From an optimization exercise on the open Yosys and OpenROAD flow, aimed at small area, a short achievable clock period and few clock cycles; shortcuts taken in it are not production practice.
In this exercise RTL edits were held to simulation tests only and were not proved equivalent to the original.
Power and IR drop assume default switching activity.

Setup of run 5:
==> flow/design.v (excerpt) <==
module top(
    input  wire        clk,
    input  wire        rst,
    input  wire [63:0] i_data,
    input  wire        start,
    output wire [15:0] address,
    output reg         o_valid,
    output reg  [63:0] out_data,
    output reg         out_valid,
    output reg         done,
    output reg  [15:0] o_address,
    output wire [9:0]  done_cnt
);
export LEC_CHECK = 0
export ABC_AREA = 1
export CAP_MARGIN = 20
export CORE_MARGIN = 2
export CORE_UTILIZATION = 40
export SLEW_MARGIN = 20
create_clock -name core_clock -period 16.0 [get_ports {clk}]
standard.sh (not shown) runs the stock make flow with config.mk's settings and CLKGATE_MAP_FILE= SYNTH_SCRIPT=/design/flow/synth_recipe.tcl, a recipe that flattens the netlist after the stock synthesis.
==> flow/flow/run.sh <==
#!/bin/bash
# The standard layout (bash standard.sh), with two changes to how it is made; the clock,
# the SDC and the synthesis are unchanged:
#  - timing repair aims at a setup slack of 11.6 ns instead of 0, so the resizer keeps
#    shortening the critical paths well below the 16 ns clock period;
#  - the port buffers are buf_4 cells rather than the resizer's default choice;
#  - the clock tree uses the CTS options below (clkbuf_8 buffers, no dummy loads).
set -euo pipefail
bash standard.sh SETUP_SLACK_MARGIN=11.6 "BUFFER_PORTS_ARGS=-buffer_cell sky130_fd_sc_hd__buf_4" "CTS_ARGS=-sink_clustering_enable -repair_clock_nets -root_buf sky130_fd_sc_hd__clkbuf_16 -tree_buf sky130_fd_sc_hd__clkbuf_16 -buf_list sky130_fd_sc_hd__clkbuf_8 -sink_clustering_size 18 -sink_clustering_max_diameter 55 -dont_use_dummy_load" finish > standard_flow.log 2>&1
Run 5: no failed stages, no open violations at the end
Testbench counts of run 5, summed over its fixed seeds: cycles 2,712.
> inputs changed (run 5 -> run 2)
# run 5
export LEC_CHECK = 0
export ABC_AREA = 1
export CAP_MARGIN = 20
export CORE_MARGIN = 2
export CORE_UTILIZATION = 40
export SLEW_MARGIN = 20
create_clock -name core_clock -period 16.0 [get_ports {clk}]
# run 2
export LEC_CHECK = 0
export ABC_AREA = 1
export CAP_MARGIN = 20
export CORE_MARGIN = 2
export CORE_UTILIZATION = 70
export SLEW_MARGIN = 20
create_clock -name core_clock -period 16.0 [get_ports {clk}]
==> flow/flow/run.sh <==
#!/bin/bash
# The standard layout (bash standard.sh), with two changes to how it is made; the clock,
# the SDC and the synthesis are unchanged:
#  - timing repair aims at a setup slack of 11.6 ns instead of 0, so the resizer keeps
#    shortening the critical paths well below the 16 ns clock period;
#  - the port buffers are buf_4 cells rather than the resizer's default choice;
#  - the clock tree uses the CTS options below (clkbuf_8 buffers, no dummy loads).
set -euo pipefail
bash standard.sh SETUP_SLACK_MARGIN=11.6 "BUFFER_PORTS_ARGS=-buffer_cell sky130_fd_sc_hd__buf_4" "CTS_ARGS=-sink_clustering_enable -repair_clock_nets -root_buf sky130_fd_sc_hd__clkbuf_16 -tree_buf sky130_fd_sc_hd__clkbuf_16 -buf_list sky130_fd_sc_hd__clkbuf_8 -sink_clustering_size 16 -sink_clustering_max_diameter 50 -dont_use_dummy_load" finish > standard_flow.log 2>&1
Results
- Of run 5 and run 2, the run reporting the lower depth of the worst register-to-register path was run 5.
- The run with more routed wire is run 5, not run 2.
- Floorplan die height (run 2 / run 5): 0.76
- Compared with run 5, run 2 ends up with a smaller final cell area.
- Compared with run 5, in run 2 worst ir drop on vdd saw an increase; count of clock-buffer cells in the layout saw an increase; area overhead of the layout relative to synthesis saw a decrease; final-layout fill cell count saw a decrease; area of the die saw a decrease.

========
## P
The RTL this note starts from:
==> flow/design.v <==
module top(
    input  wire        clk,
    input  wire        rst,
    input  wire [63:0] i_data,
    input  wire        start,
    output wire [15:0] address,
    output reg         o_valid,
    output reg  [63:0] out_data,
    output reg         out_valid,
    output reg         done,
    output reg  [15:0] o_address,
    output wire [9:0]  done_cnt
);
    reg  [6:0] n;
    reg  [2:0] m;           
    reg        done_r;
    wire [6:0] n1 = n + 7'd1;
    assign address  = {9'd0, n};
    assign done_cnt = {9'd0, done_r};
    reg row0;               
    reg hopf;               
    reg flush;              
    reg left, right;        
    always @(posedge clk) begin
        if (rst || !start) begin
            n       <= 7'd0;
            m       <= 3'd0;
            o_valid <= 1'b1;
            row0    <= 1'b0;
            hopf    <= 1'b0;
            flush   <= 1'b0;
            left    <= 1'b0;
            right   <= 1'b0;
        end else if (n != 7'd114) begin
            n       <= n1;
            m       <= (m == 3'd4) ? 3'd0 : m + 3'd1;
            o_valid <= (n1 < 7'd100);
            row0    <= (n1 >= 7'd2)  && (n1 < 7'd7);
            hopf    <= (n1 >= 7'd3)  && (n1 < 7'd13);
            flush   <= (n1 >= 7'd102);
            left    <= (m == 3'd3);            
            right   <= (m == 3'd2);            
        end
    end
    always @(posedge clk) begin
        if (rst) begin
            out_valid <= 1'b0;
            done      <= 1'b0;
            done_r    <= 1'b0;
        end else begin
            out_valid <= start && (n >= 7'd14) && (n <= 7'd113);
            done      <= start && (n == 7'd113);
            if (start && n == 7'd113) done_r <= 1'b1;
        end
    end
    function gt16(input [15:0] a, input [15:0] b);
        reg [15:0] g, l;
        reg [7:0] g1, l1;
        reg [3:0] g2, l2;
        reg [1:0] g3, l3;
        integer i;
        begin
            g = a & ~b;
            l = ~a & b;
            for (i = 0; i < 8; i = i + 1) begin
                g1[i] = g[2*i+1] | (~l[2*i+1] & g[2*i]);
                l1[i] = l[2*i+1] | (~g[2*i+1] & l[2*i]);
            end
            for (i = 0; i < 4; i = i + 1) begin
                g2[i] = g1[2*i+1] | (~l1[2*i+1] & g1[2*i]);
                l2[i] = l1[2*i+1] | (~g1[2*i+1] & l1[2*i]);
            end
            for (i = 0; i < 2; i = i + 1) begin
                g3[i] = g2[2*i+1] | (~l2[2*i+1] & g2[2*i]);
                l3[i] = l2[2*i+1] | (~g2[2*i+1] & l2[2*i]);
            end
            gt16 = g3[1] | (~l3[1] & g3[0]);
        end
    endfunction
    function [15:0] max2(input [15:0] a, input [15:0] b);
        max2 = gt16(a, b) ? a : b;
    endfunction
    reg  [255:0] ring [0:4];    
    wire [255:0] head = ring[4];
    wire [63:0]  hQ = head[255:192], hR = head[191:128], hS = head[127:64], hY = head[63:0];
    wire [255:0] r0 = ring[0];
    wire [63:0]  r0R = r0[255:192], r0S = r0[191:128], r0P = r0[127:64], r0X = r0[63:0];
    reg  [63:0]  X;
    wire [63:0]  x = X;
    reg  [63:0]  vout, pn, q1;
    integer j;
    always @(*) begin
        for (j = 0; j < 4; j = j + 1) begin
            vout[16*j +: 16] = (flush || gt16(hQ[16*j +: 16], x[16*j +: 16])) ? hQ[16*j +: 16] : x[16*j +: 16];
            pn[16*j +: 16]   = (!row0 && (flush || gt16(hY[16*j +: 16], x[16*j +: 16])))
                               ? hY[16*j +: 16] : x[16*j +: 16];
            q1[16*j +: 16]   = (!hopf && gt16(r0R[16*j +: 16], r0P[16*j +: 16])) ? r0R[16*j +: 16] : r0P[16*j +: 16];
        end
    end
    always @(posedge clk) begin
        X       <= i_data;
        ring[0] <= {hR, hS, pn, x};
        ring[1] <= {q1, r0S, r0P, r0X};
        ring[2] <= ring[1];
        ring[3] <= ring[2];
        ring[4] <= ring[3];
    end
    reg [63:0] Vr;
    reg [15:0] sp2, sp3, ss1, ss2, sq3;     
    reg [15:0] ps2, pq3;                    
    wire [15:0] q0 = Vr[15:0], q1v = Vr[31:16], q2 = Vr[47:32], q3 = Vr[63:48];
    wire [15:0] p1 = max2(q0, q1v);
    wire [15:0] s2 = max2(q2, q3);
    wire [15:0] p2 = max2(p1, q2);
    wire [15:0] p3 = max2(p1, s2);
    wire [15:0] s1 = max2(q1v, s2);
    wire [15:0] o0 = (!left  && gt16(ps2, sp2)) ? ps2 : sp2;
    wire [15:0] o1 = (!left  && gt16(pq3, sp3)) ? pq3 : sp3;
    wire [15:0] o2 = (!right && gt16(q0, sp3))  ? q0  : sp3;
    wire [15:0] o3 = (!right && gt16(p1, ss1))  ? p1  : ss1;
    always @(posedge clk) begin
        Vr        <= vout;
        sp2       <= p2;
        sp3       <= p3;
        ss1       <= s1;
        ss2       <= s2;
        sq3       <= q3;
        ps2       <= ss2;
        pq3       <= sq3;
        out_data  <= {o3, o2, o1, o0};
        o_address <= {9'd0, n - 7'd14};
    end
endmodule
==> flow/config.mk <==
export PLATFORM = sky130hd
export DESIGN_NAME = top
export DESIGN_NICKNAME = top
export VERILOG_FILES = /design/flow/design.v
export SDC_FILE = /design/flow/constraint.sdc
export NUM_CORES = 4
export LEC_CHECK = 0
export CAP_MARGIN = 20
export CORE_MARGIN = 2
export CORE_UTILIZATION = 40
export SLEW_MARGIN = 20
==> flow/constraint.sdc <==
create_clock -name core_clock -period 16.0 [get_ports {clk}]
set_input_delay 3.2000 -clock core_clock [delete_from_list [all_inputs] [get_ports {clk}]]
set_output_delay 3.2000 -clock core_clock [all_outputs]
set_load 0.01 [all_outputs]
==> flow/flow/run.sh <==
#!/bin/bash
# The standard layout (bash standard.sh), with two changes to how it is made; the clock,
# the SDC and the synthesis are unchanged:
#  - timing repair aims at a setup slack of 11.5 ns instead of 0, so the resizer keeps
#    shortening the critical paths well below the 16 ns clock period;
#  - the port buffers are buf_2 cells rather than the resizer's default choice.
set -euo pipefail
bash standard.sh SETUP_SLACK_MARGIN=11.5 "BUFFER_PORTS_ARGS=-buffer_cell sky130_fd_sc_hd__buf_2" "CTS_ARGS=-sink_clustering_enable -repair_clock_nets -buf_list sky130_fd_sc_hd__clkbuf_8 -sink_clustering_size 16 -sink_clustering_max_diameter 50 -dont_use_dummy_load" finish > standard_flow.log 2>&1
No stage failed in P, and the final checks on the layout all came back clean.
Testbench counts of P, summed over its fixed seeds: cycles 2,736.
Relative to P, the following input files were edited for Q:
==> flow/flow/run.sh <==
#!/bin/bash
# The standard layout (bash standard.sh), with two changes to how it is made; the clock,
# the SDC and the synthesis are unchanged:
#  - timing repair aims at a setup slack of 11.5 ns instead of 0, so the resizer keeps
#    shortening the critical paths well below the 16 ns clock period;
#  - the port buffers are buf_4 cells rather than the resizer's default choice.
set -euo pipefail
bash standard.sh SETUP_SLACK_MARGIN=11.5 "BUFFER_PORTS_ARGS=-buffer_cell sky130_fd_sc_hd__buf_4" "CTS_ARGS=-sink_clustering_enable -repair_clock_nets -buf_list sky130_fd_sc_hd__clkbuf_8 -sink_clustering_size 16 -sink_clustering_max_diameter 50 -dont_use_dummy_load" finish > standard_flow.log 2>&1
Notes after the runs:
In the flow results for Q and P, the total power is smaller on P.
Clock insertion delay at the later pin of the skew report across Q and P: no real change.
Looking only at minimum period implied by the final worst setup slack, and setting everything else aside, the higher value of Q and P goes to P.
Relative to P, the final cell area reported for Q is higher.
diff inputs: Q => R
-- flow/flow/run.sh --
<<< Q, line 7
set -euo pipefail
bash standard.sh SETUP_SLACK_MARGIN=11.5 "BUFFER_PORTS_ARGS=-buffer_cell sky130_fd_sc_hd__buf_4" "CTS_ARGS=-sink_clustering_enable -repair_clock_nets -buf_list sky130_fd_sc_hd__clkbuf_8 -sink_clustering_size 16 -sink_clustering_max_diameter 50 -dont_use_dummy_load" finish > standard_flow.log 2>&1
>>> R, line 7
set -euo pipefail
bash standard.sh SETUP_SLACK_MARGIN=11.5 "BUFFER_PORTS_ARGS=-buffer_cell sky130_fd_sc_hd__buf_4" "CTS_ARGS=-sink_clustering_enable -repair_clock_nets -buf_list sky130_fd_sc_hd__clkbuf_16 -sink_clustering_size 25 -sink_clustering_max_diameter 80 -dont_use_dummy_load" finish > standard_flow.log 2>&1
==> comparison <==
- NOTE amount of wire on met2 after detailed routing Q->R decreased by a few percent
- Of Q and R, the run reporting the lower sum of routed wire segments on met1 was R.
- On R: final cycle utilization of the critical path is 0.26 points lower than what Q gave.
- Q → R: core utilization shows a reduction of 0.27 points; post-route total power neither gained nor lost much.
- For the number of detailed-route iterations in the first pass, R came in 1 lower than Q did.
- Against Q, total met3 wirelength after detailed routing in R fell slightly.
- Q reports its first element of the critical path as out_data[50] while R reports Vr[40].
The following lists how S was set up differently from R:
- swapping 40 for 55 in CORE_UTILIZATION
-- flow/flow/run.sh --
<<< R, line 7
set -euo pipefail
bash standard.sh SETUP_SLACK_MARGIN=11.5 "BUFFER_PORTS_ARGS=-buffer_cell sky130_fd_sc_hd__buf_4" "CTS_ARGS=-sink_clustering_enable -repair_clock_nets -buf_list sky130_fd_sc_hd__clkbuf_16 -sink_clustering_size 25 -sink_clustering_max_diameter 80 -dont_use_dummy_load" finish > standard_flow.log 2>&1
>>> S, line 7
set -euo pipefail
bash standard.sh SETUP_SLACK_MARGIN=11.5 "BUFFER_PORTS_ARGS=-buffer_cell sky130_fd_sc_hd__buf_4" "CTS_ARGS=-sink_clustering_enable -repair_clock_nets -buf_list sky130_fd_sc_hd__clkbuf_8 -sink_clustering_size 16 -sink_clustering_max_diameter 50 -dont_use_dummy_load" finish > standard_flow.log 2>&1
Results
- Looking at worst setup path startpoint, the Vr[33] result is from S; the Vr[40] one comes from R.
- Going from R to S, power spent charging and discharging nets grew by a few percent.
- Area: S vs R -> S smaller
- The internal power was comparable across R and S.
- Hold slack: S vs R down 0.044 ns
- NOTE: die extent in x in S falls short of that of R
- Per the comparison of S with R, fraction of power consumed by sequential logic held; total power went up 0.60%.
- Die: S smaller than R
- In the reports for R and S, the smaller switching share of power belongs to R.
- Worst-case clock skew: lower on R
Changes in T relative to S:
- CORE_UTILIZATION now 40, was 55
==> flow/flow/run.sh <==
#!/bin/bash
# The standard layout (bash standard.sh), with two changes to how it is made; the clock,
# the SDC and the synthesis are unchanged:
#  - timing repair aims at a setup slack of 11.6 ns instead of 0, so the resizer keeps
#    shortening the critical paths well below the 16 ns clock period;
#  - the port buffers are buf_4 cells rather than the resizer's default choice.
set -euo pipefail
bash standard.sh SETUP_SLACK_MARGIN=11.6 "BUFFER_PORTS_ARGS=-buffer_cell sky130_fd_sc_hd__buf_4" "CTS_ARGS=-sink_clustering_enable -repair_clock_nets -root_buf sky130_fd_sc_hd__clkbuf_16 -tree_buf sky130_fd_sc_hd__clkbuf_16 -buf_list sky130_fd_sc_hd__clkbuf_8 -sink_clustering_size 16 -sink_clustering_max_diameter 50 -dont_use_dummy_load" finish > standard_flow.log 2>&1
Notes after the runs:
- | worst setup slack | T vs S | 0.22 ns higher |
- Against S, T reports a clock network fraction of design power that is higher.
- The estimated power of T ends up higher than the estimate for S.
- Looking at non-clock buffer share of cell area across S and T, the one that comes out higher is T.
- The final reports for T and S show minimum period implied by the final worst setup slack lower in the former.
- Diff S..T | count of unique library cells instantiated by Yosys | unchanged

what the ideal ports hide:
The flow's constraints put no driver on any port. The routed layouts listed below were extracted and timed again, unchanged, in two steps.
Step 1 (the two cells are an assumption about what drives the block):
set clk [get_ports {clk}]
set_driving_cell -lib_cell sky130_fd_sc_hd__clkbuf_16 $clk
set_driving_cell -lib_cell sky130_fd_sc_hd__buf_2 [delete_from_list [all_inputs] $clk]
Step 2 adds t to the input delays and takes it off the output delays; t is the mean of the earliest and latest rising clock arrival at the registers after step 1. Input paths then give back, and output paths get back, about the clock's delay inside the block.
a / b / c = ideal ports / drivers / drivers and shift; a / b = the first two.
| run | t, ns | setup slack, ns | clock arrival spread, ns | pins driven straight from the clock port |
|---|---|---|---|---|
| run 5 | 0.699 | 11.638 / 11.562 / 11.767 | 0.090 / 0.090 | 1 |
| run 2 | 0.671 | 11.644 / 11.579 / 11.789 | 0.085 / 0.084 | 1 |
| P | 0.832 | 11.497 / 11.435 / 11.557 | 0.123 / 0.122 | 1 |
| Q | 0.835 | 11.510 / 11.447 / 11.573 | 0.118 / 0.119 | 1 |
| R | 0.689 | 11.552 / 11.517 / 11.552 | 0.086 / 0.085 | 1 |
| S | 0.816 | 11.355 / 11.355 / 11.355 | 0.108 / 0.109 | 1 |
| T | 0.735 | 11.575 / 11.541 / 11.574 | 0.091 / 0.090 | 1 |
After both steps every run listed still meets setup and hold. For T, which loses most, drivers alone change the setup slack by -0.034 ns; drivers and shift together by -0.001 ns.
